Context: an optimization exercise on an open-source flow, tuned for small area and a short achievable clock period. The choices shown serve that exercise and are no tape-out recipe. At most, simulation tests tie the RTL to the original design; equivalence was not proved. No functional check of the RTL was part of run 2. Power figures rest on the tool's default switching activity, not on a simulated workload.

## design/flow/config.mk

```make
export PLATFORM = sky130hd
export DESIGN_NAME = median_3x3
export DESIGN_NICKNAME = median_3x3
export VERILOG_FILES = /design/flow/design.v
export SDC_FILE = /design/flow/constraint.sdc
export NUM_CORES = 4
export LEC_CHECK = 0
export ABC_AREA = 1
export CAP_MARGIN = 20
export CORE_MARGIN = 2
export CORE_UTILIZATION = 55
export CTS_BUF_LIST = sky130_fd_sc_hd__clkbuf_8
export SETUP_SLACK_MARGIN = 3.25
export SLEW_MARGIN = 20
```

## design/flow/constraint.sdc

```tcl
create_clock -name core_clock -period 6.0 [get_ports {clk}]
set_input_delay 1.2000 -clock core_clock [delete_from_list [all_inputs] [get_ports {clk}]]
set_output_delay 1.2000 -clock core_clock [all_outputs]
set_load 0.01 [all_outputs]
```

## design/flow/design.v

```verilog
module find_min_max(
	input [8 - 1 : 0] a,
	input [8 - 1 : 0] b,
	output [8 - 1 : 0] min,
	output [8 - 1 : 0] max
);
	assign min = (a > b) ? b : a;
	assign max = (a > b) ? a : b;
endmodule
module find_min_mid_max(
	input [8 - 1 : 0] a,
	input [8 - 1 : 0] b,
	input [8 - 1 : 0] c,
	output [8 - 1 : 0] min,
	output [8 - 1 : 0] mid,
	output [8 - 1 : 0] max
);
	wire [8 - 1 : 0] ab_min;
	wire [8 - 1 : 0] ab_max;
	wire [8 - 1 : 0] mid_temp;
	find_min_max u1(.a(a), .b(b), .min(ab_min), .max(ab_max));
	find_min_max u2(.a(ab_max), .b(c), .min(mid_temp), .max(max));
	find_min_max u3(.a(ab_min), .b(mid_temp), .min(min), .max(mid));
endmodule
module median_3x3(
	input clk,
	input [8 - 1 : 0] i_p0, i_p1, i_p2,
	input [8 - 1 : 0] i_p3, i_p4, i_p5,
	input [8 - 1 : 0] i_p6, i_p7, i_p8,
	output reg [8 - 1 : 0] o_median
);
	wire m7_r0_lo = i_p0[7] & i_p1[7] & i_p2[7];
	wire m7_r0_md = (i_p0[7] & i_p1[7]) | (i_p0[7] & i_p2[7]) | (i_p1[7] & i_p2[7]);
	wire m7_r0_hi = i_p0[7] | i_p1[7] | i_p2[7];
	wire m7_r1_lo = i_p3[7] & i_p4[7] & i_p5[7];
	wire m7_r1_md = (i_p3[7] & i_p4[7]) | (i_p3[7] & i_p5[7]) | (i_p4[7] & i_p5[7]);
	wire m7_r1_hi = i_p3[7] | i_p4[7] | i_p5[7];
	wire m7_r2_lo = i_p6[7] & i_p7[7] & i_p8[7];
	wire m7_r2_md = (i_p6[7] & i_p7[7]) | (i_p6[7] & i_p8[7]) | (i_p7[7] & i_p8[7]);
	wire m7_r2_hi = i_p6[7] | i_p7[7] | i_p8[7];
	wire m7_a = m7_r0_lo | m7_r1_lo | m7_r2_lo;
	wire m7_b = (m7_r0_md & m7_r1_md) | (m7_r0_md & m7_r2_md) | (m7_r1_md & m7_r2_md);
	wire m7_c = m7_r0_hi & m7_r1_hi & m7_r2_hi;
	wire m7 = (m7_a & m7_b) | (m7_a & m7_c) | (m7_b & m7_c);
	wire e6_0_0 = i_p0[7] | i_p0[6];
	wire e6_0_1 = (i_p0[6] & i_p0[7]);
	wire e6_1_0 = i_p1[7] | i_p1[6];
	wire e6_1_1 = (i_p1[6] & i_p1[7]);
	wire e6_2_0 = i_p2[7] | i_p2[6];
	wire e6_2_1 = (i_p2[6] & i_p2[7]);
	wire e6_3_0 = i_p3[7] | i_p3[6];
	wire e6_3_1 = (i_p3[6] & i_p3[7]);
	wire e6_4_0 = i_p4[7] | i_p4[6];
	wire e6_4_1 = (i_p4[6] & i_p4[7]);
	wire e6_5_0 = i_p5[7] | i_p5[6];
	wire e6_5_1 = (i_p5[6] & i_p5[7]);
	wire e6_6_0 = i_p6[7] | i_p6[6];
	wire e6_6_1 = (i_p6[6] & i_p6[7]);
	wire e6_7_0 = i_p7[7] | i_p7[6];
	wire e6_7_1 = (i_p7[6] & i_p7[7]);
	wire e6_8_0 = i_p8[7] | i_p8[6];
	wire e6_8_1 = (i_p8[6] & i_p8[7]);
	wire m6_0_r0_lo = e6_0_0 & e6_1_0 & e6_2_0;
	wire m6_0_r0_md = (e6_0_0 & e6_1_0) | (e6_0_0 & e6_2_0) | (e6_1_0 & e6_2_0);
	wire m6_0_r0_hi = e6_0_0 | e6_1_0 | e6_2_0;
	wire m6_0_r1_lo = e6_3_0 & e6_4_0 & e6_5_0;
	wire m6_0_r1_md = (e6_3_0 & e6_4_0) | (e6_3_0 & e6_5_0) | (e6_4_0 & e6_5_0);
	wire m6_0_r1_hi = e6_3_0 | e6_4_0 | e6_5_0;
	wire m6_0_r2_lo = e6_6_0 & e6_7_0 & e6_8_0;
	wire m6_0_r2_md = (e6_6_0 & e6_7_0) | (e6_6_0 & e6_8_0) | (e6_7_0 & e6_8_0);
	wire m6_0_r2_hi = e6_6_0 | e6_7_0 | e6_8_0;
	wire m6_0_a = m6_0_r0_lo | m6_0_r1_lo | m6_0_r2_lo;
	wire m6_0_b = (m6_0_r0_md & m6_0_r1_md) | (m6_0_r0_md & m6_0_r2_md) | (m6_0_r1_md & m6_0_r2_md);
	wire m6_0_c = m6_0_r0_hi & m6_0_r1_hi & m6_0_r2_hi;
	wire m6_0 = (m6_0_a & m6_0_b) | (m6_0_a & m6_0_c) | (m6_0_b & m6_0_c);
	wire m6_1_r0_lo = e6_0_1 & e6_1_1 & e6_2_1;
	wire m6_1_r0_md = (e6_0_1 & e6_1_1) | (e6_0_1 & e6_2_1) | (e6_1_1 & e6_2_1);
	wire m6_1_r0_hi = e6_0_1 | e6_1_1 | e6_2_1;
	wire m6_1_r1_lo = e6_3_1 & e6_4_1 & e6_5_1;
	wire m6_1_r1_md = (e6_3_1 & e6_4_1) | (e6_3_1 & e6_5_1) | (e6_4_1 & e6_5_1);
	wire m6_1_r1_hi = e6_3_1 | e6_4_1 | e6_5_1;
	wire m6_1_r2_lo = e6_6_1 & e6_7_1 & e6_8_1;
	wire m6_1_r2_md = (e6_6_1 & e6_7_1) | (e6_6_1 & e6_8_1) | (e6_7_1 & e6_8_1);
	wire m6_1_r2_hi = e6_6_1 | e6_7_1 | e6_8_1;
	wire m6_1_a = m6_1_r0_lo | m6_1_r1_lo | m6_1_r2_lo;
	wire m6_1_b = (m6_1_r0_md & m6_1_r1_md) | (m6_1_r0_md & m6_1_r2_md) | (m6_1_r1_md & m6_1_r2_md);
	wire m6_1_c = m6_1_r0_hi & m6_1_r1_hi & m6_1_r2_hi;
	wire m6_1 = (m6_1_a & m6_1_b) | (m6_1_a & m6_1_c) | (m6_1_b & m6_1_c);
	wire m6 = ~m7 ? m6_0 : m6_1;
	wire lt7_0 = (~i_p0[7] & m7);
	wire gt7_0 = (i_p0[7] & ~m7);
	wire lt7_1 = (~i_p1[7] & m7);
	wire gt7_1 = (i_p1[7] & ~m7);
	wire lt7_2 = (~i_p2[7] & m7);
	wire gt7_2 = (i_p2[7] & ~m7);
	wire lt7_3 = (~i_p3[7] & m7);
	wire gt7_3 = (i_p3[7] & ~m7);
	wire lt7_4 = (~i_p4[7] & m7);
	wire gt7_4 = (i_p4[7] & ~m7);
	wire lt7_5 = (~i_p5[7] & m7);
	wire gt7_5 = (i_p5[7] & ~m7);
	wire lt7_6 = (~i_p6[7] & m7);
	wire gt7_6 = (i_p6[7] & ~m7);
	wire lt7_7 = (~i_p7[7] & m7);
	wire gt7_7 = (i_p7[7] & ~m7);
	wire lt7_8 = (~i_p8[7] & m7);
	wire gt7_8 = (i_p8[7] & ~m7);
	wire e6_0 = m7 ? e6_0_1 : e6_0_0;
	wire e6_1 = m7 ? e6_1_1 : e6_1_0;
	wire e6_2 = m7 ? e6_2_1 : e6_2_0;
	wire e6_3 = m7 ? e6_3_1 : e6_3_0;
	wire e6_4 = m7 ? e6_4_1 : e6_4_0;
	wire e6_5 = m7 ? e6_5_1 : e6_5_0;
	wire e6_6 = m7 ? e6_6_1 : e6_6_0;
	wire e6_7 = m7 ? e6_7_1 : e6_7_0;
	wire e6_8 = m7 ? e6_8_1 : e6_8_0;
	wire lt6_0 = lt7_0 | (~e6_0 & m6);
	wire gt6_0 = gt7_0 | (e6_0 & ~m6);
	wire lt6_1 = lt7_1 | (~e6_1 & m6);
	wire gt6_1 = gt7_1 | (e6_1 & ~m6);
	wire lt6_2 = lt7_2 | (~e6_2 & m6);
	wire gt6_2 = gt7_2 | (e6_2 & ~m6);
	wire lt6_3 = lt7_3 | (~e6_3 & m6);
	wire gt6_3 = gt7_3 | (e6_3 & ~m6);
	wire lt6_4 = lt7_4 | (~e6_4 & m6);
	wire gt6_4 = gt7_4 | (e6_4 & ~m6);
	wire lt6_5 = lt7_5 | (~e6_5 & m6);
	wire gt6_5 = gt7_5 | (e6_5 & ~m6);
	wire lt6_6 = lt7_6 | (~e6_6 & m6);
	wire gt6_6 = gt7_6 | (e6_6 & ~m6);
	wire lt6_7 = lt7_7 | (~e6_7 & m6);
	wire gt6_7 = gt7_7 | (e6_7 & ~m6);
	wire lt6_8 = lt7_8 | (~e6_8 & m6);
	wire gt6_8 = gt7_8 | (e6_8 & ~m6);
	reg [5:0] s1_p0;
	reg [5:0] s1_p1;
	reg [5:0] s1_p2;
	reg [5:0] s1_p3;
	reg [5:0] s1_p4;
	reg [5:0] s1_p5;
	reg [5:0] s1_p6;
	reg [5:0] s1_p7;
	reg [5:0] s1_p8;
	reg s1_m7;
	reg s1_m6;
	wire m5_r0_lo = s1_p0[5] & s1_p1[5] & s1_p2[5];
	wire m5_r0_md = (s1_p0[5] & s1_p1[5]) | (s1_p0[5] & s1_p2[5]) | (s1_p1[5] & s1_p2[5]);
	wire m5_r0_hi = s1_p0[5] | s1_p1[5] | s1_p2[5];
	wire m5_r1_lo = s1_p3[5] & s1_p4[5] & s1_p5[5];
	wire m5_r1_md = (s1_p3[5] & s1_p4[5]) | (s1_p3[5] & s1_p5[5]) | (s1_p4[5] & s1_p5[5]);
	wire m5_r1_hi = s1_p3[5] | s1_p4[5] | s1_p5[5];
	wire m5_r2_lo = s1_p6[5] & s1_p7[5] & s1_p8[5];
	wire m5_r2_md = (s1_p6[5] & s1_p7[5]) | (s1_p6[5] & s1_p8[5]) | (s1_p7[5] & s1_p8[5]);
	wire m5_r2_hi = s1_p6[5] | s1_p7[5] | s1_p8[5];
	wire m5_a = m5_r0_lo | m5_r1_lo | m5_r2_lo;
	wire m5_b = (m5_r0_md & m5_r1_md) | (m5_r0_md & m5_r2_md) | (m5_r1_md & m5_r2_md);
	wire m5_c = m5_r0_hi & m5_r1_hi & m5_r2_hi;
	wire m5 = (m5_a & m5_b) | (m5_a & m5_c) | (m5_b & m5_c);
	wire e4_0_0 = s1_p0[5] | s1_p0[4];
	wire e4_0_1 = (s1_p0[4] & s1_p0[5]);
	wire e4_1_0 = s1_p1[5] | s1_p1[4];
	wire e4_1_1 = (s1_p1[4] & s1_p1[5]);
	wire e4_2_0 = s1_p2[5] | s1_p2[4];
	wire e4_2_1 = (s1_p2[4] & s1_p2[5]);
	wire e4_3_0 = s1_p3[5] | s1_p3[4];
	wire e4_3_1 = (s1_p3[4] & s1_p3[5]);
	wire e4_4_0 = s1_p4[5] | s1_p4[4];
	wire e4_4_1 = (s1_p4[4] & s1_p4[5]);
	wire e4_5_0 = s1_p5[5] | s1_p5[4];
	wire e4_5_1 = (s1_p5[4] & s1_p5[5]);
	wire e4_6_0 = s1_p6[5] | s1_p6[4];
	wire e4_6_1 = (s1_p6[4] & s1_p6[5]);
	wire e4_7_0 = s1_p7[5] | s1_p7[4];
	wire e4_7_1 = (s1_p7[4] & s1_p7[5]);
	wire e4_8_0 = s1_p8[5] | s1_p8[4];
	wire e4_8_1 = (s1_p8[4] & s1_p8[5]);
	wire m4_0_r0_lo = e4_0_0 & e4_1_0 & e4_2_0;
	wire m4_0_r0_md = (e4_0_0 & e4_1_0) | (e4_0_0 & e4_2_0) | (e4_1_0 & e4_2_0);
	wire m4_0_r0_hi = e4_0_0 | e4_1_0 | e4_2_0;
	wire m4_0_r1_lo = e4_3_0 & e4_4_0 & e4_5_0;
	wire m4_0_r1_md = (e4_3_0 & e4_4_0) | (e4_3_0 & e4_5_0) | (e4_4_0 & e4_5_0);
	wire m4_0_r1_hi = e4_3_0 | e4_4_0 | e4_5_0;
	wire m4_0_r2_lo = e4_6_0 & e4_7_0 & e4_8_0;
	wire m4_0_r2_md = (e4_6_0 & e4_7_0) | (e4_6_0 & e4_8_0) | (e4_7_0 & e4_8_0);
	wire m4_0_r2_hi = e4_6_0 | e4_7_0 | e4_8_0;
	wire m4_0_a = m4_0_r0_lo | m4_0_r1_lo | m4_0_r2_lo;
	wire m4_0_b = (m4_0_r0_md & m4_0_r1_md) | (m4_0_r0_md & m4_0_r2_md) | (m4_0_r1_md & m4_0_r2_md);
	wire m4_0_c = m4_0_r0_hi & m4_0_r1_hi & m4_0_r2_hi;
	wire m4_0 = (m4_0_a & m4_0_b) | (m4_0_a & m4_0_c) | (m4_0_b & m4_0_c);
	wire m4_1_r0_lo = e4_0_1 & e4_1_1 & e4_2_1;
	wire m4_1_r0_md = (e4_0_1 & e4_1_1) | (e4_0_1 & e4_2_1) | (e4_1_1 & e4_2_1);
	wire m4_1_r0_hi = e4_0_1 | e4_1_1 | e4_2_1;
	wire m4_1_r1_lo = e4_3_1 & e4_4_1 & e4_5_1;
	wire m4_1_r1_md = (e4_3_1 & e4_4_1) | (e4_3_1 & e4_5_1) | (e4_4_1 & e4_5_1);
	wire m4_1_r1_hi = e4_3_1 | e4_4_1 | e4_5_1;
	wire m4_1_r2_lo = e4_6_1 & e4_7_1 & e4_8_1;
	wire m4_1_r2_md = (e4_6_1 & e4_7_1) | (e4_6_1 & e4_8_1) | (e4_7_1 & e4_8_1);
	wire m4_1_r2_hi = e4_6_1 | e4_7_1 | e4_8_1;
	wire m4_1_a = m4_1_r0_lo | m4_1_r1_lo | m4_1_r2_lo;
	wire m4_1_b = (m4_1_r0_md & m4_1_r1_md) | (m4_1_r0_md & m4_1_r2_md) | (m4_1_r1_md & m4_1_r2_md);
	wire m4_1_c = m4_1_r0_hi & m4_1_r1_hi & m4_1_r2_hi;
	wire m4_1 = (m4_1_a & m4_1_b) | (m4_1_a & m4_1_c) | (m4_1_b & m4_1_c);
	wire m4 = ~m5 ? m4_0 : m4_1;
	wire lt5_0 = (~s1_p0[5] & m5);
	wire gt5_0 = (s1_p0[5] & ~m5);
	wire lt5_1 = (~s1_p1[5] & m5);
	wire gt5_1 = (s1_p1[5] & ~m5);
	wire lt5_2 = (~s1_p2[5] & m5);
	wire gt5_2 = (s1_p2[5] & ~m5);
	wire lt5_3 = (~s1_p3[5] & m5);
	wire gt5_3 = (s1_p3[5] & ~m5);
	wire lt5_4 = (~s1_p4[5] & m5);
	wire gt5_4 = (s1_p4[5] & ~m5);
	wire lt5_5 = (~s1_p5[5] & m5);
	wire gt5_5 = (s1_p5[5] & ~m5);
	wire lt5_6 = (~s1_p6[5] & m5);
	wire gt5_6 = (s1_p6[5] & ~m5);
	wire lt5_7 = (~s1_p7[5] & m5);
	wire gt5_7 = (s1_p7[5] & ~m5);
	wire lt5_8 = (~s1_p8[5] & m5);
	wire gt5_8 = (s1_p8[5] & ~m5);
	wire e4_0 = m5 ? e4_0_1 : e4_0_0;
	wire e4_1 = m5 ? e4_1_1 : e4_1_0;
	wire e4_2 = m5 ? e4_2_1 : e4_2_0;
	wire e4_3 = m5 ? e4_3_1 : e4_3_0;
	wire e4_4 = m5 ? e4_4_1 : e4_4_0;
	wire e4_5 = m5 ? e4_5_1 : e4_5_0;
	wire e4_6 = m5 ? e4_6_1 : e4_6_0;
	wire e4_7 = m5 ? e4_7_1 : e4_7_0;
	wire e4_8 = m5 ? e4_8_1 : e4_8_0;
	wire e3_0_0 = e4_0 | (s1_p0[3] & ~lt5_0);
	wire e3_0_1 = gt5_0 | ((s1_p0[3] & ~lt5_0) & e4_0);
	wire e3_1_0 = e4_1 | (s1_p1[3] & ~lt5_1);
	wire e3_1_1 = gt5_1 | ((s1_p1[3] & ~lt5_1) & e4_1);
	wire e3_2_0 = e4_2 | (s1_p2[3] & ~lt5_2);
	wire e3_2_1 = gt5_2 | ((s1_p2[3] & ~lt5_2) & e4_2);
	wire e3_3_0 = e4_3 | (s1_p3[3] & ~lt5_3);
	wire e3_3_1 = gt5_3 | ((s1_p3[3] & ~lt5_3) & e4_3);
	wire e3_4_0 = e4_4 | (s1_p4[3] & ~lt5_4);
	wire e3_4_1 = gt5_4 | ((s1_p4[3] & ~lt5_4) & e4_4);
	wire e3_5_0 = e4_5 | (s1_p5[3] & ~lt5_5);
	wire e3_5_1 = gt5_5 | ((s1_p5[3] & ~lt5_5) & e4_5);
	wire e3_6_0 = e4_6 | (s1_p6[3] & ~lt5_6);
	wire e3_6_1 = gt5_6 | ((s1_p6[3] & ~lt5_6) & e4_6);
	wire e3_7_0 = e4_7 | (s1_p7[3] & ~lt5_7);
	wire e3_7_1 = gt5_7 | ((s1_p7[3] & ~lt5_7) & e4_7);
	wire e3_8_0 = e4_8 | (s1_p8[3] & ~lt5_8);
	wire e3_8_1 = gt5_8 | ((s1_p8[3] & ~lt5_8) & e4_8);
	wire m3_0_r0_lo = e3_0_0 & e3_1_0 & e3_2_0;
	wire m3_0_r0_md = (e3_0_0 & e3_1_0) | (e3_0_0 & e3_2_0) | (e3_1_0 & e3_2_0);
	wire m3_0_r0_hi = e3_0_0 | e3_1_0 | e3_2_0;
	wire m3_0_r1_lo = e3_3_0 & e3_4_0 & e3_5_0;
	wire m3_0_r1_md = (e3_3_0 & e3_4_0) | (e3_3_0 & e3_5_0) | (e3_4_0 & e3_5_0);
	wire m3_0_r1_hi = e3_3_0 | e3_4_0 | e3_5_0;
	wire m3_0_r2_lo = e3_6_0 & e3_7_0 & e3_8_0;
	wire m3_0_r2_md = (e3_6_0 & e3_7_0) | (e3_6_0 & e3_8_0) | (e3_7_0 & e3_8_0);
	wire m3_0_r2_hi = e3_6_0 | e3_7_0 | e3_8_0;
	wire m3_0_a = m3_0_r0_lo | m3_0_r1_lo | m3_0_r2_lo;
	wire m3_0_b = (m3_0_r0_md & m3_0_r1_md) | (m3_0_r0_md & m3_0_r2_md) | (m3_0_r1_md & m3_0_r2_md);
	wire m3_0_c = m3_0_r0_hi & m3_0_r1_hi & m3_0_r2_hi;
	wire m3_0 = (m3_0_a & m3_0_b) | (m3_0_a & m3_0_c) | (m3_0_b & m3_0_c);
	wire m3_1_r0_lo = e3_0_1 & e3_1_1 & e3_2_1;
	wire m3_1_r0_md = (e3_0_1 & e3_1_1) | (e3_0_1 & e3_2_1) | (e3_1_1 & e3_2_1);
	wire m3_1_r0_hi = e3_0_1 | e3_1_1 | e3_2_1;
	wire m3_1_r1_lo = e3_3_1 & e3_4_1 & e3_5_1;
	wire m3_1_r1_md = (e3_3_1 & e3_4_1) | (e3_3_1 & e3_5_1) | (e3_4_1 & e3_5_1);
	wire m3_1_r1_hi = e3_3_1 | e3_4_1 | e3_5_1;
	wire m3_1_r2_lo = e3_6_1 & e3_7_1 & e3_8_1;
	wire m3_1_r2_md = (e3_6_1 & e3_7_1) | (e3_6_1 & e3_8_1) | (e3_7_1 & e3_8_1);
	wire m3_1_r2_hi = e3_6_1 | e3_7_1 | e3_8_1;
	wire m3_1_a = m3_1_r0_lo | m3_1_r1_lo | m3_1_r2_lo;
	wire m3_1_b = (m3_1_r0_md & m3_1_r1_md) | (m3_1_r0_md & m3_1_r2_md) | (m3_1_r1_md & m3_1_r2_md);
	wire m3_1_c = m3_1_r0_hi & m3_1_r1_hi & m3_1_r2_hi;
	wire m3_1 = (m3_1_a & m3_1_b) | (m3_1_a & m3_1_c) | (m3_1_b & m3_1_c);
	wire m3 = ~m4 ? m3_0 : m3_1;
	wire lt4_0 = lt5_0 | (~e4_0 & m4);
	wire gt4_0 = gt5_0 | (e4_0 & ~m4);
	wire lt4_1 = lt5_1 | (~e4_1 & m4);
	wire gt4_1 = gt5_1 | (e4_1 & ~m4);
	wire lt4_2 = lt5_2 | (~e4_2 & m4);
	wire gt4_2 = gt5_2 | (e4_2 & ~m4);
	wire lt4_3 = lt5_3 | (~e4_3 & m4);
	wire gt4_3 = gt5_3 | (e4_3 & ~m4);
	wire lt4_4 = lt5_4 | (~e4_4 & m4);
	wire gt4_4 = gt5_4 | (e4_4 & ~m4);
	wire lt4_5 = lt5_5 | (~e4_5 & m4);
	wire gt4_5 = gt5_5 | (e4_5 & ~m4);
	wire lt4_6 = lt5_6 | (~e4_6 & m4);
	wire gt4_6 = gt5_6 | (e4_6 & ~m4);
	wire lt4_7 = lt5_7 | (~e4_7 & m4);
	wire gt4_7 = gt5_7 | (e4_7 & ~m4);
	wire lt4_8 = lt5_8 | (~e4_8 & m4);
	wire gt4_8 = gt5_8 | (e4_8 & ~m4);
	wire e3_0 = m4 ? e3_0_1 : e3_0_0;
	wire e3_1 = m4 ? e3_1_1 : e3_1_0;
	wire e3_2 = m4 ? e3_2_1 : e3_2_0;
	wire e3_3 = m4 ? e3_3_1 : e3_3_0;
	wire e3_4 = m4 ? e3_4_1 : e3_4_0;
	wire e3_5 = m4 ? e3_5_1 : e3_5_0;
	wire e3_6 = m4 ? e3_6_1 : e3_6_0;
	wire e3_7 = m4 ? e3_7_1 : e3_7_0;
	wire e3_8 = m4 ? e3_8_1 : e3_8_0;
	wire lt3_0 = lt4_0 | (~e3_0 & m3);
	wire gt3_0 = gt4_0 | (e3_0 & ~m3);
	wire lt3_1 = lt4_1 | (~e3_1 & m3);
	wire gt3_1 = gt4_1 | (e3_1 & ~m3);
	wire lt3_2 = lt4_2 | (~e3_2 & m3);
	wire gt3_2 = gt4_2 | (e3_2 & ~m3);
	wire lt3_3 = lt4_3 | (~e3_3 & m3);
	wire gt3_3 = gt4_3 | (e3_3 & ~m3);
	wire lt3_4 = lt4_4 | (~e3_4 & m3);
	wire gt3_4 = gt4_4 | (e3_4 & ~m3);
	wire lt3_5 = lt4_5 | (~e3_5 & m3);
	wire gt3_5 = gt4_5 | (e3_5 & ~m3);
	wire lt3_6 = lt4_6 | (~e3_6 & m3);
	wire gt3_6 = gt4_6 | (e3_6 & ~m3);
	wire lt3_7 = lt4_7 | (~e3_7 & m3);
	wire gt3_7 = gt4_7 | (e3_7 & ~m3);
	wire lt3_8 = lt4_8 | (~e3_8 & m3);
	wire gt3_8 = gt4_8 | (e3_8 & ~m3);
	reg [2:0] s2_p0;
	reg [2:0] s2_p1;
	reg [2:0] s2_p2;
	reg [2:0] s2_p3;
	reg [2:0] s2_p4;
	reg [2:0] s2_p5;
	reg [2:0] s2_p6;
	reg [2:0] s2_p7;
	reg [2:0] s2_p8;
	reg s2_m7;
	reg s2_m6;
	reg s2_m5;
	reg s2_m4;
	reg s2_m3;
	wire m2_r0_lo = s2_p0[2] & s2_p1[2] & s2_p2[2];
	wire m2_r0_md = (s2_p0[2] & s2_p1[2]) | (s2_p0[2] & s2_p2[2]) | (s2_p1[2] & s2_p2[2]);
	wire m2_r0_hi = s2_p0[2] | s2_p1[2] | s2_p2[2];
	wire m2_r1_lo = s2_p3[2] & s2_p4[2] & s2_p5[2];
	wire m2_r1_md = (s2_p3[2] & s2_p4[2]) | (s2_p3[2] & s2_p5[2]) | (s2_p4[2] & s2_p5[2]);
	wire m2_r1_hi = s2_p3[2] | s2_p4[2] | s2_p5[2];
	wire m2_r2_lo = s2_p6[2] & s2_p7[2] & s2_p8[2];
	wire m2_r2_md = (s2_p6[2] & s2_p7[2]) | (s2_p6[2] & s2_p8[2]) | (s2_p7[2] & s2_p8[2]);
	wire m2_r2_hi = s2_p6[2] | s2_p7[2] | s2_p8[2];
	wire m2_a = m2_r0_lo | m2_r1_lo | m2_r2_lo;
	wire m2_b = (m2_r0_md & m2_r1_md) | (m2_r0_md & m2_r2_md) | (m2_r1_md & m2_r2_md);
	wire m2_c = m2_r0_hi & m2_r1_hi & m2_r2_hi;
	wire m2 = (m2_a & m2_b) | (m2_a & m2_c) | (m2_b & m2_c);
	wire e1_0_0 = s2_p0[2] | s2_p0[1];
	wire e1_0_1 = (s2_p0[1] & s2_p0[2]);
	wire e1_1_0 = s2_p1[2] | s2_p1[1];
	wire e1_1_1 = (s2_p1[1] & s2_p1[2]);
	wire e1_2_0 = s2_p2[2] | s2_p2[1];
	wire e1_2_1 = (s2_p2[1] & s2_p2[2]);
	wire e1_3_0 = s2_p3[2] | s2_p3[1];
	wire e1_3_1 = (s2_p3[1] & s2_p3[2]);
	wire e1_4_0 = s2_p4[2] | s2_p4[1];
	wire e1_4_1 = (s2_p4[1] & s2_p4[2]);
	wire e1_5_0 = s2_p5[2] | s2_p5[1];
	wire e1_5_1 = (s2_p5[1] & s2_p5[2]);
	wire e1_6_0 = s2_p6[2] | s2_p6[1];
	wire e1_6_1 = (s2_p6[1] & s2_p6[2]);
	wire e1_7_0 = s2_p7[2] | s2_p7[1];
	wire e1_7_1 = (s2_p7[1] & s2_p7[2]);
	wire e1_8_0 = s2_p8[2] | s2_p8[1];
	wire e1_8_1 = (s2_p8[1] & s2_p8[2]);
	wire m1_0_r0_lo = e1_0_0 & e1_1_0 & e1_2_0;
	wire m1_0_r0_md = (e1_0_0 & e1_1_0) | (e1_0_0 & e1_2_0) | (e1_1_0 & e1_2_0);
	wire m1_0_r0_hi = e1_0_0 | e1_1_0 | e1_2_0;
	wire m1_0_r1_lo = e1_3_0 & e1_4_0 & e1_5_0;
	wire m1_0_r1_md = (e1_3_0 & e1_4_0) | (e1_3_0 & e1_5_0) | (e1_4_0 & e1_5_0);
	wire m1_0_r1_hi = e1_3_0 | e1_4_0 | e1_5_0;
	wire m1_0_r2_lo = e1_6_0 & e1_7_0 & e1_8_0;
	wire m1_0_r2_md = (e1_6_0 & e1_7_0) | (e1_6_0 & e1_8_0) | (e1_7_0 & e1_8_0);
	wire m1_0_r2_hi = e1_6_0 | e1_7_0 | e1_8_0;
	wire m1_0_a = m1_0_r0_lo | m1_0_r1_lo | m1_0_r2_lo;
	wire m1_0_b = (m1_0_r0_md & m1_0_r1_md) | (m1_0_r0_md & m1_0_r2_md) | (m1_0_r1_md & m1_0_r2_md);
	wire m1_0_c = m1_0_r0_hi & m1_0_r1_hi & m1_0_r2_hi;
	wire m1_0 = (m1_0_a & m1_0_b) | (m1_0_a & m1_0_c) | (m1_0_b & m1_0_c);
	wire m1_1_r0_lo = e1_0_1 & e1_1_1 & e1_2_1;
	wire m1_1_r0_md = (e1_0_1 & e1_1_1) | (e1_0_1 & e1_2_1) | (e1_1_1 & e1_2_1);
	wire m1_1_r0_hi = e1_0_1 | e1_1_1 | e1_2_1;
	wire m1_1_r1_lo = e1_3_1 & e1_4_1 & e1_5_1;
	wire m1_1_r1_md = (e1_3_1 & e1_4_1) | (e1_3_1 & e1_5_1) | (e1_4_1 & e1_5_1);
	wire m1_1_r1_hi = e1_3_1 | e1_4_1 | e1_5_1;
	wire m1_1_r2_lo = e1_6_1 & e1_7_1 & e1_8_1;
	wire m1_1_r2_md = (e1_6_1 & e1_7_1) | (e1_6_1 & e1_8_1) | (e1_7_1 & e1_8_1);
	wire m1_1_r2_hi = e1_6_1 | e1_7_1 | e1_8_1;
	wire m1_1_a = m1_1_r0_lo | m1_1_r1_lo | m1_1_r2_lo;
	wire m1_1_b = (m1_1_r0_md & m1_1_r1_md) | (m1_1_r0_md & m1_1_r2_md) | (m1_1_r1_md & m1_1_r2_md);
	wire m1_1_c = m1_1_r0_hi & m1_1_r1_hi & m1_1_r2_hi;
	wire m1_1 = (m1_1_a & m1_1_b) | (m1_1_a & m1_1_c) | (m1_1_b & m1_1_c);
	wire m1 = ~m2 ? m1_0 : m1_1;
	wire lt2_0 = (~s2_p0[2] & m2);
	wire gt2_0 = (s2_p0[2] & ~m2);
	wire lt2_1 = (~s2_p1[2] & m2);
	wire gt2_1 = (s2_p1[2] & ~m2);
	wire lt2_2 = (~s2_p2[2] & m2);
	wire gt2_2 = (s2_p2[2] & ~m2);
	wire lt2_3 = (~s2_p3[2] & m2);
	wire gt2_3 = (s2_p3[2] & ~m2);
	wire lt2_4 = (~s2_p4[2] & m2);
	wire gt2_4 = (s2_p4[2] & ~m2);
	wire lt2_5 = (~s2_p5[2] & m2);
	wire gt2_5 = (s2_p5[2] & ~m2);
	wire lt2_6 = (~s2_p6[2] & m2);
	wire gt2_6 = (s2_p6[2] & ~m2);
	wire lt2_7 = (~s2_p7[2] & m2);
	wire gt2_7 = (s2_p7[2] & ~m2);
	wire lt2_8 = (~s2_p8[2] & m2);
	wire gt2_8 = (s2_p8[2] & ~m2);
	wire e1_0 = m2 ? e1_0_1 : e1_0_0;
	wire e1_1 = m2 ? e1_1_1 : e1_1_0;
	wire e1_2 = m2 ? e1_2_1 : e1_2_0;
	wire e1_3 = m2 ? e1_3_1 : e1_3_0;
	wire e1_4 = m2 ? e1_4_1 : e1_4_0;
	wire e1_5 = m2 ? e1_5_1 : e1_5_0;
	wire e1_6 = m2 ? e1_6_1 : e1_6_0;
	wire e1_7 = m2 ? e1_7_1 : e1_7_0;
	wire e1_8 = m2 ? e1_8_1 : e1_8_0;
	wire e0_0_0 = e1_0 | (s2_p0[0] & ~lt2_0);
	wire e0_0_1 = gt2_0 | ((s2_p0[0] & ~lt2_0) & e1_0);
	wire e0_1_0 = e1_1 | (s2_p1[0] & ~lt2_1);
	wire e0_1_1 = gt2_1 | ((s2_p1[0] & ~lt2_1) & e1_1);
	wire e0_2_0 = e1_2 | (s2_p2[0] & ~lt2_2);
	wire e0_2_1 = gt2_2 | ((s2_p2[0] & ~lt2_2) & e1_2);
	wire e0_3_0 = e1_3 | (s2_p3[0] & ~lt2_3);
	wire e0_3_1 = gt2_3 | ((s2_p3[0] & ~lt2_3) & e1_3);
	wire e0_4_0 = e1_4 | (s2_p4[0] & ~lt2_4);
	wire e0_4_1 = gt2_4 | ((s2_p4[0] & ~lt2_4) & e1_4);
	wire e0_5_0 = e1_5 | (s2_p5[0] & ~lt2_5);
	wire e0_5_1 = gt2_5 | ((s2_p5[0] & ~lt2_5) & e1_5);
	wire e0_6_0 = e1_6 | (s2_p6[0] & ~lt2_6);
	wire e0_6_1 = gt2_6 | ((s2_p6[0] & ~lt2_6) & e1_6);
	wire e0_7_0 = e1_7 | (s2_p7[0] & ~lt2_7);
	wire e0_7_1 = gt2_7 | ((s2_p7[0] & ~lt2_7) & e1_7);
	wire e0_8_0 = e1_8 | (s2_p8[0] & ~lt2_8);
	wire e0_8_1 = gt2_8 | ((s2_p8[0] & ~lt2_8) & e1_8);
	wire m0_0_r0_lo = e0_0_0 & e0_1_0 & e0_2_0;
	wire m0_0_r0_md = (e0_0_0 & e0_1_0) | (e0_0_0 & e0_2_0) | (e0_1_0 & e0_2_0);
	wire m0_0_r0_hi = e0_0_0 | e0_1_0 | e0_2_0;
	wire m0_0_r1_lo = e0_3_0 & e0_4_0 & e0_5_0;
	wire m0_0_r1_md = (e0_3_0 & e0_4_0) | (e0_3_0 & e0_5_0) | (e0_4_0 & e0_5_0);
	wire m0_0_r1_hi = e0_3_0 | e0_4_0 | e0_5_0;
	wire m0_0_r2_lo = e0_6_0 & e0_7_0 & e0_8_0;
	wire m0_0_r2_md = (e0_6_0 & e0_7_0) | (e0_6_0 & e0_8_0) | (e0_7_0 & e0_8_0);
	wire m0_0_r2_hi = e0_6_0 | e0_7_0 | e0_8_0;
	wire m0_0_a = m0_0_r0_lo | m0_0_r1_lo | m0_0_r2_lo;
	wire m0_0_b = (m0_0_r0_md & m0_0_r1_md) | (m0_0_r0_md & m0_0_r2_md) | (m0_0_r1_md & m0_0_r2_md);
	wire m0_0_c = m0_0_r0_hi & m0_0_r1_hi & m0_0_r2_hi;
	wire m0_0 = (m0_0_a & m0_0_b) | (m0_0_a & m0_0_c) | (m0_0_b & m0_0_c);
	wire m0_1_r0_lo = e0_0_1 & e0_1_1 & e0_2_1;
	wire m0_1_r0_md = (e0_0_1 & e0_1_1) | (e0_0_1 & e0_2_1) | (e0_1_1 & e0_2_1);
	wire m0_1_r0_hi = e0_0_1 | e0_1_1 | e0_2_1;
	wire m0_1_r1_lo = e0_3_1 & e0_4_1 & e0_5_1;
	wire m0_1_r1_md = (e0_3_1 & e0_4_1) | (e0_3_1 & e0_5_1) | (e0_4_1 & e0_5_1);
	wire m0_1_r1_hi = e0_3_1 | e0_4_1 | e0_5_1;
	wire m0_1_r2_lo = e0_6_1 & e0_7_1 & e0_8_1;
	wire m0_1_r2_md = (e0_6_1 & e0_7_1) | (e0_6_1 & e0_8_1) | (e0_7_1 & e0_8_1);
	wire m0_1_r2_hi = e0_6_1 | e0_7_1 | e0_8_1;
	wire m0_1_a = m0_1_r0_lo | m0_1_r1_lo | m0_1_r2_lo;
	wire m0_1_b = (m0_1_r0_md & m0_1_r1_md) | (m0_1_r0_md & m0_1_r2_md) | (m0_1_r1_md & m0_1_r2_md);
	wire m0_1_c = m0_1_r0_hi & m0_1_r1_hi & m0_1_r2_hi;
	wire m0_1 = (m0_1_a & m0_1_b) | (m0_1_a & m0_1_c) | (m0_1_b & m0_1_c);
	wire m0 = ~m1 ? m0_0 : m0_1;
	wire lt1_0 = lt2_0 | (~e1_0 & m1);
	wire gt1_0 = gt2_0 | (e1_0 & ~m1);
	wire lt1_1 = lt2_1 | (~e1_1 & m1);
	wire gt1_1 = gt2_1 | (e1_1 & ~m1);
	wire lt1_2 = lt2_2 | (~e1_2 & m1);
	wire gt1_2 = gt2_2 | (e1_2 & ~m1);
	wire lt1_3 = lt2_3 | (~e1_3 & m1);
	wire gt1_3 = gt2_3 | (e1_3 & ~m1);
	wire lt1_4 = lt2_4 | (~e1_4 & m1);
	wire gt1_4 = gt2_4 | (e1_4 & ~m1);
	wire lt1_5 = lt2_5 | (~e1_5 & m1);
	wire gt1_5 = gt2_5 | (e1_5 & ~m1);
	wire lt1_6 = lt2_6 | (~e1_6 & m1);
	wire gt1_6 = gt2_6 | (e1_6 & ~m1);
	wire lt1_7 = lt2_7 | (~e1_7 & m1);
	wire gt1_7 = gt2_7 | (e1_7 & ~m1);
	wire lt1_8 = lt2_8 | (~e1_8 & m1);
	wire gt1_8 = gt2_8 | (e1_8 & ~m1);
	wire e0_0 = m1 ? e0_0_1 : e0_0_0;
	wire e0_1 = m1 ? e0_1_1 : e0_1_0;
	wire e0_2 = m1 ? e0_2_1 : e0_2_0;
	wire e0_3 = m1 ? e0_3_1 : e0_3_0;
	wire e0_4 = m1 ? e0_4_1 : e0_4_0;
	wire e0_5 = m1 ? e0_5_1 : e0_5_0;
	wire e0_6 = m1 ? e0_6_1 : e0_6_0;
	wire e0_7 = m1 ? e0_7_1 : e0_7_0;
	wire e0_8 = m1 ? e0_8_1 : e0_8_0;
	always @(posedge clk) begin
		s1_p0 <= {6{gt6_0}} | (i_p0[5:0] & ~{6{lt6_0}});
		s1_p1 <= {6{gt6_1}} | (i_p1[5:0] & ~{6{lt6_1}});
		s1_p2 <= {6{gt6_2}} | (i_p2[5:0] & ~{6{lt6_2}});
		s1_p3 <= {6{gt6_3}} | (i_p3[5:0] & ~{6{lt6_3}});
		s1_p4 <= {6{gt6_4}} | (i_p4[5:0] & ~{6{lt6_4}});
		s1_p5 <= {6{gt6_5}} | (i_p5[5:0] & ~{6{lt6_5}});
		s1_p6 <= {6{gt6_6}} | (i_p6[5:0] & ~{6{lt6_6}});
		s1_p7 <= {6{gt6_7}} | (i_p7[5:0] & ~{6{lt6_7}});
		s1_p8 <= {6{gt6_8}} | (i_p8[5:0] & ~{6{lt6_8}});
		s1_m7 <= m7;
		s1_m6 <= m6;
		s2_p0 <= {3{gt3_0}} | (s1_p0[2:0] & ~{3{lt3_0}});
		s2_p1 <= {3{gt3_1}} | (s1_p1[2:0] & ~{3{lt3_1}});
		s2_p2 <= {3{gt3_2}} | (s1_p2[2:0] & ~{3{lt3_2}});
		s2_p3 <= {3{gt3_3}} | (s1_p3[2:0] & ~{3{lt3_3}});
		s2_p4 <= {3{gt3_4}} | (s1_p4[2:0] & ~{3{lt3_4}});
		s2_p5 <= {3{gt3_5}} | (s1_p5[2:0] & ~{3{lt3_5}});
		s2_p6 <= {3{gt3_6}} | (s1_p6[2:0] & ~{3{lt3_6}});
		s2_p7 <= {3{gt3_7}} | (s1_p7[2:0] & ~{3{lt3_7}});
		s2_p8 <= {3{gt3_8}} | (s1_p8[2:0] & ~{3{lt3_8}});
		s2_m7 <= s1_m7;
		s2_m6 <= s1_m6;
		s2_m5 <= m5;
		s2_m4 <= m4;
		s2_m3 <= m3;
		o_median <= {s2_m7, s2_m6, s2_m5, s2_m4, s2_m3, m2, m1, m0};
	end
endmodule
```

## design/flow/flow/run.sh

```bash
#!/bin/bash
# The standard layout (the standard.sh, ORFS from synthesis to the final
# layout), with the smallest buffer on the ports instead of ORFS's default
# choice. Each tool's output is in orfs/logs; standard.sh's own output in
# standard.log.
export BUFFER_PORTS_ARGS="-buffer_cell sky130_fd_sc_hd__buf_1"
bash standard.sh > standard.log 2>&1
```

## design/flow/standard.sh

```bash
#!/bin/bash
# synth_recipe.tcl (not shown) runs the flow's synth.tcl, then flattens the netlist and writes it again
# the make line also repeats each setting of config.mk as NAME=value (left out here)
make -C /OpenROAD-flow-scripts/flow DESIGN_CONFIG=/design/flow/config.mk WORK_HOME=/design/flow/orfs CLKGATE_MAP_FILE= SYNTH_SCRIPT=/design/flow/synth_recipe.tcl "${@:-finish}"
```

==> flow_summary.ini, run 1 <==
[floorplanning]
start_util_pct = 56.3
dieArea_um2 = 12000
core_um2 = 10800
row_count = 38
io_pins = 81
die_x_um = 109
die_height_um = 109

[power]
ir_worst_vdd_mv = 0.334
total_power_mw = 4.15
power.density_nw_per_um2 = 577
p_leak_nw = 3.65

[yosys]
ys_seq_area_share_pct = 31.5
yosys_warnings = 1
synthFlopType = dfxtp_1
ys_types = 45
syn-num-nets = 1048
async_reset_ff_share_pct = 0
netlist_area_um2 = 6110
synthCells = 975
synth_seq_cells = 96
syn-mean-instance-area_um2 = 6.26
synth-edff-count = 0

[detailed_routing]
drc = 0
drt-initial-drc-count = 387
via_count = 6184
finalWirelength_um = 16300
first_pass_iters = 7
avgRoutedWirePerCell_um = 13.5
viasPerCell = 5.10
ant_nets = 0

[worst_setup_path]
path_max_fanout = 13
path_cells = clkbuf_4, nand2_1, inv_1, a221oi_2, inv_1, or2_4, nand2_8, inv_6, o21ai_4, buf_4, nand2_1, o21ai_2, o21ai_1
slowest_stage = a221oi_2
start_kind = primary input
required_ns = 6.25
arrival_ns = 2.99
worst_path_largest_cell_delay_ns = 0.27
end_kind = register
path_class = primary input to register

[placement]
routabilityCongestion = 0.901
io_buffers = 80
hpwl_um = 12500
dp.cells = 1182
dp_slack_ns = 2.31

[sta]
timing.final.crit_share_pct = 45.6
worst_pin_slew_ns = 0.491
final.setup.tns_ns = 0
layout_setup_ws_ns = 3.26
hold_viol_final = 0
slew_headroom_pct = 67.2
fmax_ghz = 0.365
setup_viol_count_final = 0
rsz0062_at_grt = true
layout_min_cycle_time_ns = 2.74
final_max_slew_viol_count = 0
fin_skew_ns = 0.0101
hold_slack_ns = 0.334

[global_route]
grt_pass1_wl_um = 25600
grt_max_degree = 23
grt_overflow_total = 0
grtUsageTotal_pct = 27.7
grt_pass1_vias = 5374
antenna_found_initial = 0

[clock_tree]
clock-sinks = 96
cts.htree.levels = 3
cts_tree = yes
clk_latency_ns = 0.37
cts_made_buffers = 9
clkSlewWorstSetupHoldPaths_ns = 0.09
clockRootBuffer = clkbuf_8
ctsHoldBuffers = 0
clockBufferDepth = 2

[run_status]
status = complete, no violations

[finish]
synthToLayoutAreaGrowth_pct = 17.6
final_common_cell = nand2_1
nFillCells = 1030
drive_gt1_share_pct = 15.6
final_cells = 1213
layout_common_cells = nand2_1 (254), inv_1 (152), nand3_1 (88)
nNetsFinal = 1141
antennaDiodeCount = 0

[flow_run]
maxCapViolations = 0

[hold_path]
hold_class = register to register
==> metrics by stage <==
| stage | utilization, % | instance area (µm²) |
|---|---|---|
| final | 66.3 | 7180 |
| after global routing | 66.3 | 7180 |
| after CTS | 63.7 | 6910 |
| after detailed placement | 60.6 | 6570 |
| after global placement | 60.6 | 6570 |
| after floorplan | - | 6170 |
==> power by group <==
group	internal [mW]	total, mW	switching [mW]
clock network	0.160	0.381	0.221
logic	0.939	2.71	1.77
registers	0.874	1.06	0.185
==> final cells by class <==
cell class	instances	area, µm²	share of cell area, %
Clock buffer	10	138	1.92
Clock inverter	6	36.3	0.505
Inverter	171	649	9.04
Multi-Input combinational cell	697	3790	52.7
Sequential cell	96	1940	27.0
Tap cell	140	175	2.44
Timing Repair Buffer	93	454	6.32
==> routing by layer <==
layer  global-route usage, %  part of all wire (%)
met5                       0                     0
met4                    8.05                   1.8
met3                    4.21                   5.4
met2                    45.2                    46
met1                    38.0                    47
==> critical path: cells and delay by family <==
family / cells / cell delay [ns]
buffers and inverters: 5 / 0.59
AND/OR/NAND/NOR: 4 / 0.52
AO/OA/AOI/OAI: 4 / 0.67
==> cell families (layout without fill, tap and decap cells) <==
kind of cell | Yosys count | after routing | share of synthesized area [%]
buf+inv | 184 | 280 | 11.8
compound gates | 196 | 196 | 18.6
simple gates | 491 | 493 | 36.8
fa+ha+maj | 8 | 8 | 1.33
flops | 96 | 96 | 31.5
==> path summary, 6_finish.rpt <==
kind                                from           to  slack [ns]  depth (start not counted)
worst max-delay path             i_p6[7]     s1_p3[1]        3.26                         13
worst min-delay path               s2_m3  o_median[3]        0.33                          0
worst max register to register  s1_p1[5]     s2_p8[0]        3.39                         13
worst min register to register     s2_m3  o_median[3]        0.33                          0
==> registers in the layout, indices dropped and copies added (netlist names), 6 cells and up <==
register and count:
o_median 8, s1_p0 6, s1_p1 6, s1_p2 6, s1_p3 6, s1_p4 6, s1_p5 6, s1_p6 6
s1_p7 6, s1_p8 6
==> synthesized netlist by cell type, drive strengths merged (4+ instances only) <==
cell	n	area share [%]
o21ai	110	9.1
nor3	4	0.41
dfxtp	96	31
nand3	92	7.9
nand3b	4	0.49
or2	11	1.1
a21oi	34	3.1
nand2	293	21
buf	10	1.0
o22ai	16	1.6
o21a	9	1.1
a31oi	5	0.51
maj3	8	1.3
nor2	85	6.0
a21boi	13	1.8
inv	171	11
==> repair_timing <==
| item | CTS | global route |
|---|---|---|
| setup buffers | 3 | 9 |
| resized for setup | 45 | 81 |
| setup endpoints to repair | 83 | 83 |
| cloned | 2 | 1 |
| pin swaps | 3 | 6 |
==> run 2: changes to the inputs <==
--- a/design/flow/design.v
+++ b/design/flow/design.v
@@ -302,2 +302,46 @@
 	wire e3_8 = m4 ? e3_8_1 : e3_8_0;
+	wire e2_0_0 = e3_0 | (s1_p0[2] & ~lt4_0);
+	wire e2_0_1 = gt4_0 | ((s1_p0[2] & ~lt4_0) & e3_0);
+	wire e2_1_0 = e3_1 | (s1_p1[2] & ~lt4_1);
+	wire e2_1_1 = gt4_1 | ((s1_p1[2] & ~lt4_1) & e3_1);
+	wire e2_2_0 = e3_2 | (s1_p2[2] & ~lt4_2);
+	wire e2_2_1 = gt4_2 | ((s1_p2[2] & ~lt4_2) & e3_2);
+	wire e2_3_0 = e3_3 | (s1_p3[2] & ~lt4_3);
+	wire e2_3_1 = gt4_3 | ((s1_p3[2] & ~lt4_3) & e3_3);
+	wire e2_4_0 = e3_4 | (s1_p4[2] & ~lt4_4);
+	wire e2_4_1 = gt4_4 | ((s1_p4[2] & ~lt4_4) & e3_4);
+	wire e2_5_0 = e3_5 | (s1_p5[2] & ~lt4_5);
+	wire e2_5_1 = gt4_5 | ((s1_p5[2] & ~lt4_5) & e3_5);
+	wire e2_6_0 = e3_6 | (s1_p6[2] & ~lt4_6);
+	wire e2_6_1 = gt4_6 | ((s1_p6[2] & ~lt4_6) & e3_6);
+	wire e2_7_0 = e3_7 | (s1_p7[2] & ~lt4_7);
+	wire e2_7_1 = gt4_7 | ((s1_p7[2] & ~lt4_7) & e3_7);
+	wire e2_8_0 = e3_8 | (s1_p8[2] & ~lt4_8);
+	wire e2_8_1 = gt4_8 | ((s1_p8[2] & ~lt4_8) & e3_8);
+	wire m2_0_r0_lo = e2_0_0 & e2_1_0 & e2_2_0;
+	wire m2_0_r0_md = (e2_0_0 & e2_1_0) | (e2_0_0 & e2_2_0) | (e2_1_0 & e2_2_0);
+	wire m2_0_r0_hi = e2_0_0 | e2_1_0 | e2_2_0;
+	wire m2_0_r1_lo = e2_3_0 & e2_4_0 & e2_5_0;
+	wire m2_0_r1_md = (e2_3_0 & e2_4_0) | (e2_3_0 & e2_5_0) | (e2_4_0 & e2_5_0);
+	wire m2_0_r1_hi = e2_3_0 | e2_4_0 | e2_5_0;
+	wire m2_0_r2_lo = e2_6_0 & e2_7_0 & e2_8_0;
+	wire m2_0_r2_md = (e2_6_0 & e2_7_0) | (e2_6_0 & e2_8_0) | (e2_7_0 & e2_8_0);
+	wire m2_0_r2_hi = e2_6_0 | e2_7_0 | e2_8_0;
+	wire m2_0_a = m2_0_r0_lo | m2_0_r1_lo | m2_0_r2_lo;
+	wire m2_0_b = (m2_0_r0_md & m2_0_r1_md) | (m2_0_r0_md & m2_0_r2_md) | (m2_0_r1_md & m2_0_r2_md);
+	wire m2_0_c = m2_0_r0_hi & m2_0_r1_hi & m2_0_r2_hi;
+	wire m2_0 = (m2_0_a & m2_0_b) | (m2_0_a & m2_0_c) | (m2_0_b & m2_0_c);
+	wire m2_1_r0_lo = e2_0_1 & e2_1_1 & e2_2_1;
+	wire m2_1_r0_md = (e2_0_1 & e2_1_1) | (e2_0_1 & e2_2_1) | (e2_1_1 & e2_2_1);
+	wire m2_1_r0_hi = e2_0_1 | e2_1_1 | e2_2_1;
+	wire m2_1_r1_lo = e2_3_1 & e2_4_1 & e2_5_1;
+	wire m2_1_r1_md = (e2_3_1 & e2_4_1) | (e2_3_1 & e2_5_1) | (e2_4_1 & e2_5_1);
+	wire m2_1_r1_hi = e2_3_1 | e2_4_1 | e2_5_1;
+	wire m2_1_r2_lo = e2_6_1 & e2_7_1 & e2_8_1;
+	wire m2_1_r2_md = (e2_6_1 & e2_7_1) | (e2_6_1 & e2_8_1) | (e2_7_1 & e2_8_1);
+	wire m2_1_r2_hi = e2_6_1 | e2_7_1 | e2_8_1;
+	wire m2_1_a = m2_1_r0_lo | m2_1_r1_lo | m2_1_r2_lo;
+	wire m2_1_b = (m2_1_r0_md & m2_1_r1_md) | (m2_1_r0_md & m2_1_r2_md) | (m2_1_r1_md & m2_1_r2_md);
+	wire m2_1_c = m2_1_r0_hi & m2_1_r1_hi & m2_1_r2_hi;
+	wire m2_1 = (m2_1_a & m2_1_b) | (m2_1_a & m2_1_c) | (m2_1_b & m2_1_c);
 	wire lt3_0 = lt4_0 | (~e3_0 & m3);
@@ -334,15 +378,5 @@
 	reg s2_m3;
-	wire m2_r0_lo = s2_p0[2] & s2_p1[2] & s2_p2[2];
-	wire m2_r0_md = (s2_p0[2] & s2_p1[2]) | (s2_p0[2] & s2_p2[2]) | (s2_p1[2] & s2_p2[2]);
-	wire m2_r0_hi = s2_p0[2] | s2_p1[2] | s2_p2[2];
-	wire m2_r1_lo = s2_p3[2] & s2_p4[2] & s2_p5[2];
-	wire m2_r1_md = (s2_p3[2] & s2_p4[2]) | (s2_p3[2] & s2_p5[2]) | (s2_p4[2] & s2_p5[2]);
-	wire m2_r1_hi = s2_p3[2] | s2_p4[2] | s2_p5[2];
-	wire m2_r2_lo = s2_p6[2] & s2_p7[2] & s2_p8[2];
-	wire m2_r2_md = (s2_p6[2] & s2_p7[2]) | (s2_p6[2] & s2_p8[2]) | (s2_p7[2] & s2_p8[2]);
-	wire m2_r2_hi = s2_p6[2] | s2_p7[2] | s2_p8[2];
-	wire m2_a = m2_r0_lo | m2_r1_lo | m2_r2_lo;
-	wire m2_b = (m2_r0_md & m2_r1_md) | (m2_r0_md & m2_r2_md) | (m2_r1_md & m2_r2_md);
-	wire m2_c = m2_r0_hi & m2_r1_hi & m2_r2_hi;
-	wire m2 = (m2_a & m2_b) | (m2_a & m2_c) | (m2_b & m2_c);
+	reg s2_m2_0;
+	reg s2_m2_1;
+	wire m2 = s2_m3 ? s2_m2_1 : s2_m2_0;
 	wire e1_0_0 = s2_p0[2] | s2_p0[1];
@@ -517,2 +551,4 @@
 		s2_m3 <= m3;
+		s2_m2_0 <= m2_0;
+		s2_m2_1 <= m2_1;
 		o_median <= {s2_m7, s2_m6, s2_m5, s2_m4, s2_m3, m2, m1, m0};
--- a/design/flow/config.mk
+++ b/design/flow/config.mk
@@ -12,3 +12,3 @@
 export CTS_BUF_LIST = sky130_fd_sc_hd__clkbuf_8
-export SETUP_SLACK_MARGIN = 3.25
+export SETUP_SLACK_MARGIN = 3.3
 export SLEW_MARGIN = 20
==> flow_summary.ini, run 2 <==
[run_status]
status = complete, no violations

[yosys]
synth_seq_cells = 98
synthCells = 1074
ys_types = 43
syn-mean-instance-area_um2 = 6.11
synth-simple-area-share_pct = 38.5
synthAdderAreaFrac_pct = 1.07
synth_top_family_by_area = simple AND/OR/NAND/NOR gates
netlist_area_um2 = 6560
synth-xor-area-share_pct = 0
synth_largest_area_cell = dfxtp_1
async_reset_ff_share_pct = 0
synth_mux_area_share_pct = 0
yosysTopAreaCellShare_pct = 29.9
synth_compound_area_share_pct = 18.1
ys_seq_area_share_pct = 29.9
syn-num-nets = 1147
synthFlopType = dfxtp_1
yosysMostFrequentCell = nand2_1
yosys_warnings = 1
synth-edff-count = 0
yosys-top-cells-count = nand2_1 (317), inv_1 (183), dfxtp_1 (98), o21ai_0 (98), nor2_1 (95)
synth.area.top_cells = dfxtp_1 (30%), nand2_1 (18%), inv_1 (10%), o21ai_0 (7.5%), nand3_1 (7.0%)

[power]
p_leak_nw = 4.64
power.density_nw_per_um2 = 629
ir_worst_vdd_mv = 0.382

[floorplanning]
dieArea_um2 = 12800
row_count = 39
start_util_pct = 57.0
core_um2 = 11500
io_pins = 81
die_height_um = 113
die_x_um = 113

[worst_setup_path]
required_ns = 6.28
start_kind = register
crit_family = simple AND/OR/NAND/NOR gates
crit_top_cell = nand2_8
worst_path_largest_cell_delay_ns = 0.40
path_class = register to register
end_kind = register
arrival_ns = 3.12
path_cells = buf_4, nand2_4, nand2_4, nor2_4, nand2_8, buf_12, nand2_8, nand3_4, nand2_8, buf_4, inv_6, buf_4, nor2_4, buf_6, nand2_8, nand2_8, nand2_4, nand3_1, nand2_1
path_max_fanout = 7
slowest_stage = dfxtp_4
critPathBufInv = 6

[sta]
hold_viol_final = 0
fin_skew_ns = 0.0228
fmax_ghz = 0.352
final.setup.tns_ns = 0
final_max_slew_viol_count = 0
worst_pin_slew_ns = 0.512
timing.final.crit_share_pct = 47.4
setup_viol_count_final = 0
layout_min_cycle_time_ns = 2.84
slew_headroom_pct = 65.6
rsz0062_at_grt = true

[finish]
final_common_cell = nand2_1
post-route-util_pct = 80.6
nNetsFinal = 1304
synthToLayoutAreaGrowth_pct = 41.4
antennaDiodeCount = 0
drive_gt1_share_pct = 32.8
largest_reg_flops = 8
layout_common_cells = nand2_1 (242), inv_1 (152), dfxtp_1 (85)
top_register = o_median

[global_route]
grt_overflow_total = 0
met1_usage_pct = 39.9
use_met3_pct = 5.68
antenna_found_initial = 0
grt_pass1_vias = 6372
grtUsageTotal_pct = 30.3
grt_pass1_wl_um = 30700
grtUsageMet2_pct = 49.3
busiest_layer = met2
grt_max_degree = 22

[clock_tree]
clockBufferDepth = 2
cts_tree = yes
cts_made_buffers = 9
ctsHoldBuffers = 0
clk_latency_ns = 0.40
clkSlewWorstSetupHoldPaths_ns = 0.09
cts.htree.levels = 3
clockRootBuffer = clkbuf_8
clock-sinks = 98

[detailed_routing]
drc = 0
via_count = 7798
drt-initial-drc-count = 805
finalWirelength_um = 23700
ant_nets = 0
avgRoutedWirePerCell_um = 17.2
first_pass_iters = 18
viasPerCell = 5.65

[placement]
hpwl_um = 14200
routabilityCongestion = 0.972
io_buffers = 80

[flow_run]
maxCapViolations = 0

[hold_path]
hold_class = register to register
run 2: cell types whose count changed after synthesis, moves of 5 or more:
cell / previous run / this run
nor2_1: 75 / 95
inv_1: 156 / 183
a21boi_0: 12 / 5
o21ai_1: 4 / 10
nand2_1: 265 / 317
buf_2: 6 / 1
o31ai_1: 0 / 5
o21ai_0: 105 / 98
run 2: logic make-up (layout without fill, tap and decap cells):
logic type,after synthesis,after routing
simple gates,563,575
buf+inv,208,358
compound gates,198,198
flops,98,98
fa+ha+maj,7,7
run 2: final cells by class:
type	count	area, µm²
clock inverter	6	66.3
sequential	98	2000
timing repair buffer	140	988
fill	805	2240
timing repair inverter	2	13.8
tap	143	179
multi-input combinational	780	5090
inverter	200	805
clock buffer	10	138
run 2: final timing paths:
kind	end	depth (start not counted)	slack, ns	startpoint
hold reg to reg	s2_m7	0	0.34	s1_m7
setup / recovery	s2_p4[0]	19	3.16	s1_p8[5]
hold / removal	s2_m7	0	0.34	s1_m7
setup reg to reg	s2_p4[0]	19	3.16	s1_p8[5]
run 2: where the power goes:
group / internal, mW / switching [mW] / leakage, nW
clock: 0.205 / 0.245 / 0.100
combinational: 1.54 / 2.76 / 3.71
sequential: 0.901 / 0.176 / 0.827
run 2: per-stage QoR:
stage | power [mW] | std cells | hold WS (ns) | setup slack [ns] | area [µm²]
after floorplan | 3.43 | 1074 | 0.310 | 3.20 | 6620
after global placement | 4.03 | 1289 | 0.311 | 2.32 | 7030
after detailed placement | 4.06 | 1289 | 0.312 | 2.23 | 7030
after CTS | 4.77 | 1331 | 0.339 | 3.29 | 7700
after global routing | 6.26 | 1379 | 0.347 | 3.09 | 9280
final | 5.83 | 1379 | 0.336 | 3.16 | 9280
run 2: metal layers:
layer,routed length [µm],share of wire (%),up-vias
met4,1360,5.8,0
met5,0,0,-
li1,-,-,3754
met2,11000,47,478
met1,9210,39,3433
met3,2100,8.9,133
run 2: what timing repair did:
action,4_1_cts,5_1_grt
endpoints found under the setup margin,85,85
pin swaps,13,56
resized for setup,86,337
buffers inserted,20,38
cloned,6,10

## port drivers added, routing unchanged
In the flow no input, the clock included, has a driving cell. The finished layouts below were timed again as built, in two steps.
Step 1: set_driving_cell puts a clkbuf_16 on clk and a buf_2 on each other input, an assumption about the parent block.
Step 2, shift: input delay + t, output delay - t, t = (earliest + latest rising clock arrival at the registers) / 2. This alone moves slack from input paths to output paths.
a / b / c = ideal ports / drivers / drivers and shift; a / b = the first two.
| run | t, ns | setup slack, ns | hold WS [ns] |
|---|---|---|---|
| run 1 | 0.395 | 3.261 / 3.274 / 2.880 | 0.334 / 0.334 / 0.334 |
| run 2 | 0.438 | 3.155 / 3.155 / 2.758 | 0.336 / 0.336 / 0.336 |
After both steps every run listed still meets setup and hold. The setup slack of run 2, which loses most, moves by 0.000 ns with the drivers and by -0.397 ns with both steps.
